Background: an optimization exercise with open tools, aiming at small area, a short achievable clock period and few clock cycles per item. Do not read the settings as production practice. The RTL was checked by simulation tests, not by an equivalence proof against the original design.

==> inputs of build 31 <==
==> flow/design.v <==
module measureClifford(
    input wire i_clk,
    input wire i_rst_n,
    input wire [1 : 0] i_basis_0,
    input wire [1 : 0] i_basis_1,
    input wire [1 : 0] i_basis_2,
    input wire [1 : 0] i_basis_3,
    input wire [1 : 0] i_basis_4,
    input wire [1 : 0] i_result_0,
    input wire [1 : 0] i_result_1,
    input wire [1 : 0] i_result_2,
    input wire [1 : 0] i_result_3,
    input wire [1 : 0] i_result_4,
    output wire [6 : 0] o_value,
    output wire o_ready
);
    reg [4:0] tx [0:9];      
    reg [4:0] tz [0:9];      
    reg [4:0] ts;            
    reg       armed;         
    reg       busy;          
    reg [4:0] done;          
    reg [2:0] nrand;         
    wire [1:0] b [0:4];
    assign b[0] = i_basis_0; assign b[1] = i_basis_1; assign b[2] = i_basis_2;
    assign b[3] = i_basis_3; assign b[4] = i_basis_4;
    wire [4:0] meas = {i_result_4[1], i_result_3[1], i_result_2[1], i_result_1[1], i_result_0[1]};
    wire [4:0] outc = {i_result_4[0], i_result_3[0], i_result_2[0], i_result_1[0], i_result_0[0]};
    wire rot_en = armed & ~busy;
    reg [4:0] rx [0:9];
    reg [4:0] rz [0:9];
    reg [4:0] rs;
    integer i, j, q;
    always @(*) begin
        for (i = 0; i < 10; i = i + 1) begin
            for (q = 0; q < 5; q = q + 1) begin
                if (rot_en && b[q][1]) begin
                    rx[i][q] = b[q][0] ? (tx[i][q] ^ tz[i][q]) : tz[i][q];
                    rz[i][q] = tx[i][q];
                end else begin
                    rx[i][q] = tx[i][q];
                    rz[i][q] = tz[i][q];
                end
            end
        end
        for (j = 0; j < 5; j = j + 1) begin
            rs[j] = ts[j];
            for (q = 0; q < 5; q = q + 1)
                if (rot_en && b[q][1])
                    rs[j] = rs[j] ^ (tx[5+j][q] & (b[q][0] | tz[5+j][q]));
        end
    end
    wire [4:0] rem = meas & ~(busy ? done : 5'b0) & {5{armed}};
    wire [4:0] sel = rem & ~{rem[3:0] | {rem[2:0], 1'b0} | {rem[1:0], 2'b0} | {rem[0], 3'b0}, 1'b0};
    wire [4:0] rest = rem & ~sel;
    wire       last = ~|rest;
    wire       outcome = |(sel & outc);
    reg [9:0] c;
    always @(*) begin
        for (i = 0; i < 10; i = i + 1)
            c[i] = |(rx[i] & sel);
    end
    wire [4:0] cs = c[9:5];
    wire [4:0] piv = cs & ~{cs[3:0] | {cs[2:0], 1'b0} | {cs[1:0], 2'b0} | {cs[0], 3'b0}, 1'b0};
    wire       rnd = |cs;
    reg [4:0] px, pz;
    reg       ps;
    always @(*) begin
        px = 5'b0; pz = 5'b0; ps = 1'b0;
        for (j = 0; j < 5; j = j + 1) begin
            px = px | (rx[5+j] & {5{piv[j]}});
            pz = pz | (rz[5+j] & {5{piv[j]}});
            ps = ps | (rs[j] & piv[j]);
        end
    end
    function automatic prod_phase(input [4:0] ax, input [4:0] az, input [4:0] bx, input [4:0] bz);
        reg [4:0] anti, neg;
        reg [2:0] cnt;
        integer k;
        begin
            anti = (ax & bz) ^ (az & bx);
            neg = (ax & ~az & ~bx & bz) | (~ax & az & bx & bz) | (ax & az & bx & ~bz);
            cnt = 3'd0;
            for (k = 0; k < 5; k = k + 1) cnt = cnt + anti[k];
            prod_phase = cnt[1] ^ (^neg);
        end
    endfunction
    reg [4:0] nx [0:9];
    reg [4:0] nz [0:9];
    reg [4:0] ns;
    always @(*) begin
        for (i = 0; i < 5; i = i + 1) begin
            if (piv[i]) begin
                nx[i] = px; nz[i] = pz;
            end else if (c[i] & rnd) begin
                nx[i] = rx[i] ^ px; nz[i] = rz[i] ^ pz;
            end else begin
                nx[i] = rx[i]; nz[i] = rz[i];
            end
            if (piv[i]) begin
                nx[5+i] = 5'b0; nz[5+i] = sel; ns[i] = outcome;
            end else if (c[5+i]) begin
                nx[5+i] = rx[5+i] ^ px; nz[5+i] = rz[5+i] ^ pz;
                ns[i] = rs[i] ^ ps ^ prod_phase(px, pz, rx[5+i], rz[5+i]);
            end else begin
                nx[5+i] = rx[5+i]; nz[5+i] = rz[5+i]; ns[i] = rs[i];
            end
        end
    end
    function automatic zprod_sign(input [24:0] xs, input [24:0] zs, input [4:0] ss, input [4:0] m);
        reg [24:0] y;
        reg [4:0] ycnt;
        reg acc;
        integer a, bb, k;
        begin
            y = xs & zs;
            ycnt = 5'd0;
            acc = ^(ss & m);
            for (a = 0; a < 5; a = a + 1)
                for (k = 0; k < 5; k = k + 1)
                    ycnt = ycnt + (y[5*a+k] & m[a]);
            for (a = 0; a < 5; a = a + 1)
                for (bb = a + 1; bb < 5; bb = bb + 1)
                    acc = acc ^ (m[a] & m[bb] & (^(zs[5*a +: 5] & xs[5*bb +: 5])));
            zprod_sign = acc ^ ycnt[1];
        end
    endfunction
    wire [24:0] rxs = {rx[9], rx[8], rx[7], rx[6], rx[5]};
    wire [24:0] rzs = {rz[9], rz[8], rz[7], rz[6], rz[5]};
    wire det_sign = zprod_sign(rxs, rzs, rs, c[4:0]);
    wire contra = (|sel) & ~rnd & (det_sign ^ outcome);
    reg [4:0] obs;
    always @(*) begin
        for (q = 0; q < 5; q = q + 1)
            obs[q] = (|b[q]) & ~meas[q];
    end
    reg [4:0] dsel;
    reg       anticomm;
    always @(*) begin
        anticomm = 1'b0;
        for (i = 0; i < 5; i = i + 1) begin
            dsel[i] = ^(nx[i] & obs);
            anticomm = anticomm | (^(nx[5+i] & obs));
        end
    end
    wire [24:0] nxs = {nx[9], nx[8], nx[7], nx[6], nx[5]};
    wire [24:0] nzs = {nz[9], nz[8], nz[7], nz[6], nz[5]};
    wire exp_neg = zprod_sign(nxs, nzs, ns, dsel);
    wire [2:0] nr = nrand + rnd;
    wire [5:0] mag = 6'd32 >> nr;
    wire [6:0] val = {1'b0, mag};
    assign o_value = (contra | anticomm) ? 7'd0 : (exp_neg ? (7'd0 - val) : val);
    wire fin = armed & (last | contra);
    assign o_ready = fin;
    always @(posedge i_clk or negedge i_rst_n) begin
        if (!i_rst_n) begin
            tx[0] <= 5'b00000; tz[0] <= 5'b00001;
            tx[1] <= 5'b00010; tz[1] <= 5'b00000;
            tx[2] <= 5'b00000; tz[2] <= 5'b00100;
            tx[3] <= 5'b01010; tz[3] <= 5'b00000;
            tx[4] <= 5'b10000; tz[4] <= 5'b00000;
            tx[5] <= 5'b00001; tz[5] <= 5'b00000;
            tx[6] <= 5'b00000; tz[6] <= 5'b01110;
            tx[7] <= 5'b00110; tz[7] <= 5'b00000;
            tx[8] <= 5'b10000; tz[8] <= 5'b01000;
            tx[9] <= 5'b01010; tz[9] <= 5'b10000;
            ts <= 5'b11000;
            armed <= 1'b0;
            busy <= 1'b0;
            done <= 5'b0;
            nrand <= 3'd0;
        end else begin
            for (i = 0; i < 10; i = i + 1) begin
                tx[i] <= nx[i];
                tz[i] <= nz[i];
            end
            ts <= ns;
            armed <= 1'b1;
            busy <= armed & ~fin;
            done <= (busy ? done : 5'b0) | sel;
            nrand <= fin ? 3'd0 : nr;
        end
    end
endmodule
==> flow/run.sh <==
#!/bin/bash
# synth_recipe.tcl (not shown) runs the flow's synth.tcl, then flattens the netlist and writes it again
# the make line also repeats each setting of config.mk as NAME=value (left out here)
make -C /OpenROAD-flow-scripts/flow DESIGN_CONFIG=/design/flow/config.mk WORK_HOME=/design/flow/orfs CLKGATE_MAP_FILE= SYNTH_SCRIPT=/design/flow/synth_recipe.tcl finish
==> flow/config.mk <==
export PLATFORM = sky130hd
export DESIGN_NAME = measureClifford
export DESIGN_NICKNAME = measureClifford
export VERILOG_FILES = /design/flow/design.v
export SDC_FILE = /design/flow/constraint.sdc
export NUM_CORES = 4
export LEC_CHECK = 0
export CAP_MARGIN = 20
export CORE_MARGIN = 2
export CORE_UTILIZATION = 40
export SLEW_MARGIN = 20
==> flow/constraint.sdc <==
create_clock -name core_clock -period 10.0 [get_ports {i_clk}]
set_input_delay 2.0000 -clock core_clock [delete_from_list [all_inputs] [get_ports {i_clk}]]
set_output_delay 2.0000 -clock core_clock [all_outputs]
set_load 0.01 [all_outputs]
==> trial 28 (differences from build 31) <==
==> flow/design.v (replaced) <==
module measureClifford(
    input wire i_clk,
    input wire i_rst_n,
    input wire [1 : 0] i_basis_0,
    input wire [1 : 0] i_basis_1,
    input wire [1 : 0] i_basis_2,
    input wire [1 : 0] i_basis_3,
    input wire [1 : 0] i_basis_4,
    input wire [1 : 0] i_result_0,
    input wire [1 : 0] i_result_1,
    input wire [1 : 0] i_result_2,
    input wire [1 : 0] i_result_3,
    input wire [1 : 0] i_result_4,
    output wire [6 : 0] o_value,
    output wire o_ready
);
    reg [4:0] tx [0:9];      
    reg [4:0] tz [0:9];      
    reg [1:0] tk [0:4];      
    reg       armed;         
    reg       busy;          
    reg [4:0] done;          
    reg [2:0] nrand;         
    wire [1:0] b [0:4];
    assign b[0] = i_basis_0; assign b[1] = i_basis_1; assign b[2] = i_basis_2;
    assign b[3] = i_basis_3; assign b[4] = i_basis_4;
    wire [4:0] meas = {i_result_4[1], i_result_3[1], i_result_2[1], i_result_1[1], i_result_0[1]};
    wire [4:0] outc = {i_result_4[0], i_result_3[0], i_result_2[0], i_result_1[0], i_result_0[0]};
    integer i, j, q;
    wire rot_en = armed & ~busy;
    reg [4:0] roth, roty;
    reg [4:0] rx [0:9];
    reg [4:0] rz [0:9];
    reg [1:0] rk [0:4];
    reg [4:0] yv;
    reg       yn0, yn1, pxz;
    always @(*) begin
        for (q = 0; q < 5; q = q + 1) begin
            roth[q] = rot_en & b[q][1] & ~b[q][0];
            roty[q] = rot_en & b[q][1] & b[q][0];
        end
        for (i = 0; i < 10; i = i + 1) begin
            for (q = 0; q < 5; q = q + 1) begin
                if (roty[q]) begin
                    rx[i][q] = tx[i][q] ^ tz[i][q];
                    rz[i][q] = tx[i][q];
                end else if (roth[q]) begin
                    rx[i][q] = tz[i][q];
                    rz[i][q] = tx[i][q];
                end else begin
                    rx[i][q] = tx[i][q];
                    rz[i][q] = tz[i][q];
                end
            end
        end
        for (j = 0; j < 5; j = j + 1) begin
            yv = roty & tx[5+j];
            yn0 = ^yv;
            yn1 = (yv[0] & yv[1]) ^ (yv[0] & yv[2]) ^ (yv[1] & yv[2]) ^ (yv[3] & yv[4])
                ^ ((yv[0] ^ yv[1] ^ yv[2]) & (yv[3] ^ yv[4]));
            pxz = ^((roth | roty) & tx[5+j] & tz[5+j]);
            rk[j][0] = tk[j][0] ^ yn0;
            rk[j][1] = tk[j][1] ^ yn1 ^ yn0 ^ pxz ^ (tk[j][0] & yn0);
        end
    end
    reg [4:0] Bq [0:4];
    always @(*) begin
        for (i = 0; i < 5; i = i + 1)
            for (j = 0; j < 5; j = j + 1)
                Bq[i][j] = 1'b0;
        for (i = 0; i < 5; i = i + 1)
            for (j = i + 1; j < 5; j = j + 1)
                Bq[i][j] = (^(tz[5+i] & tx[5+j])) ^ (tk[i][0] & tk[j][0]);
    end
    function automatic qform(input [4:0] m, input [9:0] kk1, input [24:0] bb);
        integer a, c;
        begin
            qform = ^(m & kk1[4:0]);
            for (a = 0; a < 5; a = a + 1)
                for (c = a + 1; c < 5; c = c + 1)
                    qform = qform ^ (m[a] & m[c] & bb[5*a+c]);
        end
    endfunction
    wire [4:0]  k1 = {tk[4][1], tk[3][1], tk[2][1], tk[1][1], tk[0][1]};
    wire [24:0] bflat = {Bq[4], Bq[3], Bq[2], Bq[1], Bq[0]};
    wire [4:0] rem = meas & ~(busy ? done : 5'b0) & {5{armed}};
    wire [4:0] sel = rem & ~{rem[3:0] | {rem[2:0], 1'b0} | {rem[1:0], 2'b0} | {rem[0], 3'b0}, 1'b0};
    wire [4:0] rest = rem & ~sel;
    wire       last = ~|rest;
    wire       outcome = |(sel & outc);
    reg [9:0] c;
    always @(*) begin
        for (i = 0; i < 10; i = i + 1)
            c[i] = |(rx[i] & sel);
    end
    wire [4:0] cs = c[9:5];
    wire [4:0] piv = cs & ~{cs[3:0] | {cs[2:0], 1'b0} | {cs[1:0], 2'b0} | {cs[0], 3'b0}, 1'b0};
    wire       rnd = |cs;
    reg [4:0] px, pz;
    reg [1:0] pk;
    always @(*) begin
        px = 5'b0; pz = 5'b0; pk = 2'b0;
        for (j = 0; j < 5; j = j + 1) begin
            px = px | (rx[5+j] & {5{piv[j]}});
            pz = pz | (rz[5+j] & {5{piv[j]}});
            pk = pk | (rk[j] & {2{piv[j]}});
        end
    end
    reg [4:0] nx [0:9];
    reg [4:0] nz [0:9];
    reg [1:0] nk [0:4];
    always @(*) begin
        for (i = 0; i < 5; i = i + 1) begin
            if (piv[i]) begin
                nx[i] = px; nz[i] = pz;
            end else if (c[i] & rnd) begin
                nx[i] = rx[i] ^ px; nz[i] = rz[i] ^ pz;
            end else begin
                nx[i] = rx[i]; nz[i] = rz[i];
            end
            if (piv[i]) begin
                nx[5+i] = 5'b0; nz[5+i] = sel; nk[i] = {outcome, 1'b0};
            end else if (c[5+i]) begin
                nx[5+i] = rx[5+i] ^ px; nz[5+i] = rz[5+i] ^ pz;
                nk[i][0] = rk[i][0] ^ pk[0];
                nk[i][1] = rk[i][1] ^ pk[1] ^ (^(pz & rx[5+i])) ^ (rk[i][0] & pk[0]);
            end else begin
                nx[5+i] = rx[5+i]; nz[5+i] = rz[5+i]; nk[i] = rk[i];
            end
        end
    end
    wire [4:0] isy = roty;           
    wire       ya = |(sel & isy);    
    wire contra = (|sel) & ~rnd & (qform(c[4:0], k1, bflat) ^ ya ^ outcome);
    reg [4:0] obs;
    always @(*) begin
        for (q = 0; q < 5; q = q + 1)
            obs[q] = (|b[q]) & ~meas[q];
    end
    wire [4:0] yo = obs & isy;
    wire ny0 = ^yo;
    wire ny1 = (yo[0] & yo[1]) ^ (yo[0] & yo[2]) ^ (yo[1] & yo[2]) ^ (yo[3] & yo[4])
             ^ ((yo[0] ^ yo[1] ^ yo[2]) & (yo[3] ^ yo[4]));
    wire cor1 = ny0 ^ ny1;
    wire cor2 = ya ? ~ny1 : cor1;    
    reg [9:0] ac;
    always @(*) begin
        for (i = 0; i < 10; i = i + 1)
            ac[i] = ^(rx[i] & obs);
    end
    wire ac1 = |ac[9:5];
    wire ac2 = |(ac[9:5] ^ cs);
    wire neg1 = qform(ac[4:0], k1, bflat) ^ cor1;
    wire neg2 = qform(ac[4:0] ^ c[4:0], k1, bflat) ^ cor2 ^ outcome;
    wire anticomm = ac1 & ac2;
    wire exp_neg = ac1 ? neg2 : neg1;
    reg [5:0] mag0;
    always @(*) begin
        case (nrand)
            3'd0: mag0 = 6'd32;
            3'd1: mag0 = 6'd16;
            3'd2: mag0 = 6'd8;
            3'd3: mag0 = 6'd4;
            3'd4: mag0 = 6'd2;
            default: mag0 = 6'd1;
        endcase
    end
    wire [6:0] pos = {1'b0, rnd ? {1'b0, mag0[5:1]} : mag0};
    wire [6:0] negv = {|pos[5:0], |pos[5:0], |pos[4:0], |pos[3:0], |pos[2:0], |pos[1:0], pos[0]};
    assign o_value = (contra | anticomm) ? 7'd0 : (exp_neg ? negv : pos);
    wire fin = armed & (last | contra);
    assign o_ready = fin;
    always @(posedge i_clk or negedge i_rst_n) begin
        if (!i_rst_n) begin
            tx[0] <= 5'b00000; tz[0] <= 5'b00001;
            tx[1] <= 5'b00010; tz[1] <= 5'b00000;
            tx[2] <= 5'b00000; tz[2] <= 5'b00100;
            tx[3] <= 5'b01010; tz[3] <= 5'b00000;
            tx[4] <= 5'b10000; tz[4] <= 5'b00000;
            tx[5] <= 5'b00001; tz[5] <= 5'b00000;
            tx[6] <= 5'b00000; tz[6] <= 5'b01110;
            tx[7] <= 5'b00110; tz[7] <= 5'b00000;
            tx[8] <= 5'b10000; tz[8] <= 5'b01000;
            tx[9] <= 5'b01010; tz[9] <= 5'b10000;
            tk[0] <= 2'd0; tk[1] <= 2'd0; tk[2] <= 2'd0; tk[3] <= 2'd2; tk[4] <= 2'd2;
            armed <= 1'b0;
            busy <= 1'b0;
            done <= 5'b0;
            nrand <= 3'd0;
        end else begin
            for (i = 0; i < 10; i = i + 1) begin
                tx[i] <= nx[i];
                tz[i] <= nz[i];
            end
            for (j = 0; j < 5; j = j + 1) tk[j] <= nk[j];
            armed <= 1'b1;
            busy <= armed & ~fin;
            done <= (busy ? done : 5'b0) | sel;
            nrand <= fin ? 3'd0 : nrand + rnd;
        end
    end
endmodule
--- a/flow/config.mk
+++ b/flow/config.mk
@@ -8,4 +8,6 @@
 export CAP_MARGIN = 20
 export CORE_MARGIN = 2
-export CORE_UTILIZATION = 40
+export CORE_UTILIZATION = 55
+export CTS_BUF_LIST = sky130_fd_sc_hd__clkbuf_8
+export SETUP_SLACK_MARGIN = 2.5
 export SLEW_MARGIN = 20
==> impl_metrics.json <==
{
  "run_status": "complete, but fails checks",
  "check.faults": "setup timing",
  "fin_skew_ns": 0.0134,
  "p_total_mw": 1.29,
  "final.setup.worst_slack_ns": -2.72,
  "synth_top_area_frac": 0.166,
  "wl_met2_um": 36800,
  "area_growth_syn_to_layout_pct": 57.1,
  "setup_violations": 8,
  "crit_path_end_kind": "output port",
  "regArea_mm2": 0.00290,
  "p_clk_uw": 603,
  "period_minus_slack_ns": 12.72
}
The numbers above come from build 31.

==> impl_metrics.json <==
{
  "p_clk_uw": 456,
  "run_status": "no timing/DRC/antenna violations",
  "arrival_ns": 8.12,
  "synth_top_family_by_area": "simple AND/OR/NAND/NOR gates",
  "synth_top_area_frac": 0.206,
  "regArea_mm2": 0.00303,
  "area_growth_syn_to_layout_pct": 24.8,
  "p_total_mw": 1.97,
  "crit_path_end_kind": "flop",
  "final.setup.worst_slack_ns": 2.30,
  "synthCells": 1640,
  "setup_violations": 0,
  "period_minus_slack_ns": 7.70,
  "fin_skew_ns": 0.0216
}
The numbers above come from trial 28.

Testbench counts of build 31, summed over its fixed seeds: cycles 3,228, items 2,400.
Testbench counts of trial 28, summed over its fixed seeds: cycles 3,228, items 2,400.

static timing again, ports no longer ideal:
The results above use ideal ports. As a check the final layouts listed here were re-extracted and re-timed, cells and wires unchanged.
Step 1 sets driving cells, clkbuf_16 on the clock port and buf_2 on the other inputs (assumed; they add their load-dependent delay and slew).
Step 2, shift: input delay + t, output delay - t, t = (earliest + latest rising clock arrival at the registers) / 2. This alone moves slack from input paths to output paths.
a / b / c = ideal ports / drivers / drivers and shift; a / b = the first two.
| run | shift t [ns] | slack for setup (ns) | clock arrival spread, ns | worst data-port slew with drivers (ns) | cell pins on the clock port's net |
|---|---|---|---|---|---|
| build 31 | 0.506 | -2.718 / -2.747 / -2.747 | 0.013 / 0.014 | 0.05 | 1 |
| trial 28 | 0.512 | 2.296 / 2.267 / 1.809 | 0.021 / 0.021 | 0.06 | 1 |
For trial 28, which loses most, drivers alone change the setup slack by -0.029 ns; drivers and shift together by -0.487 ns.
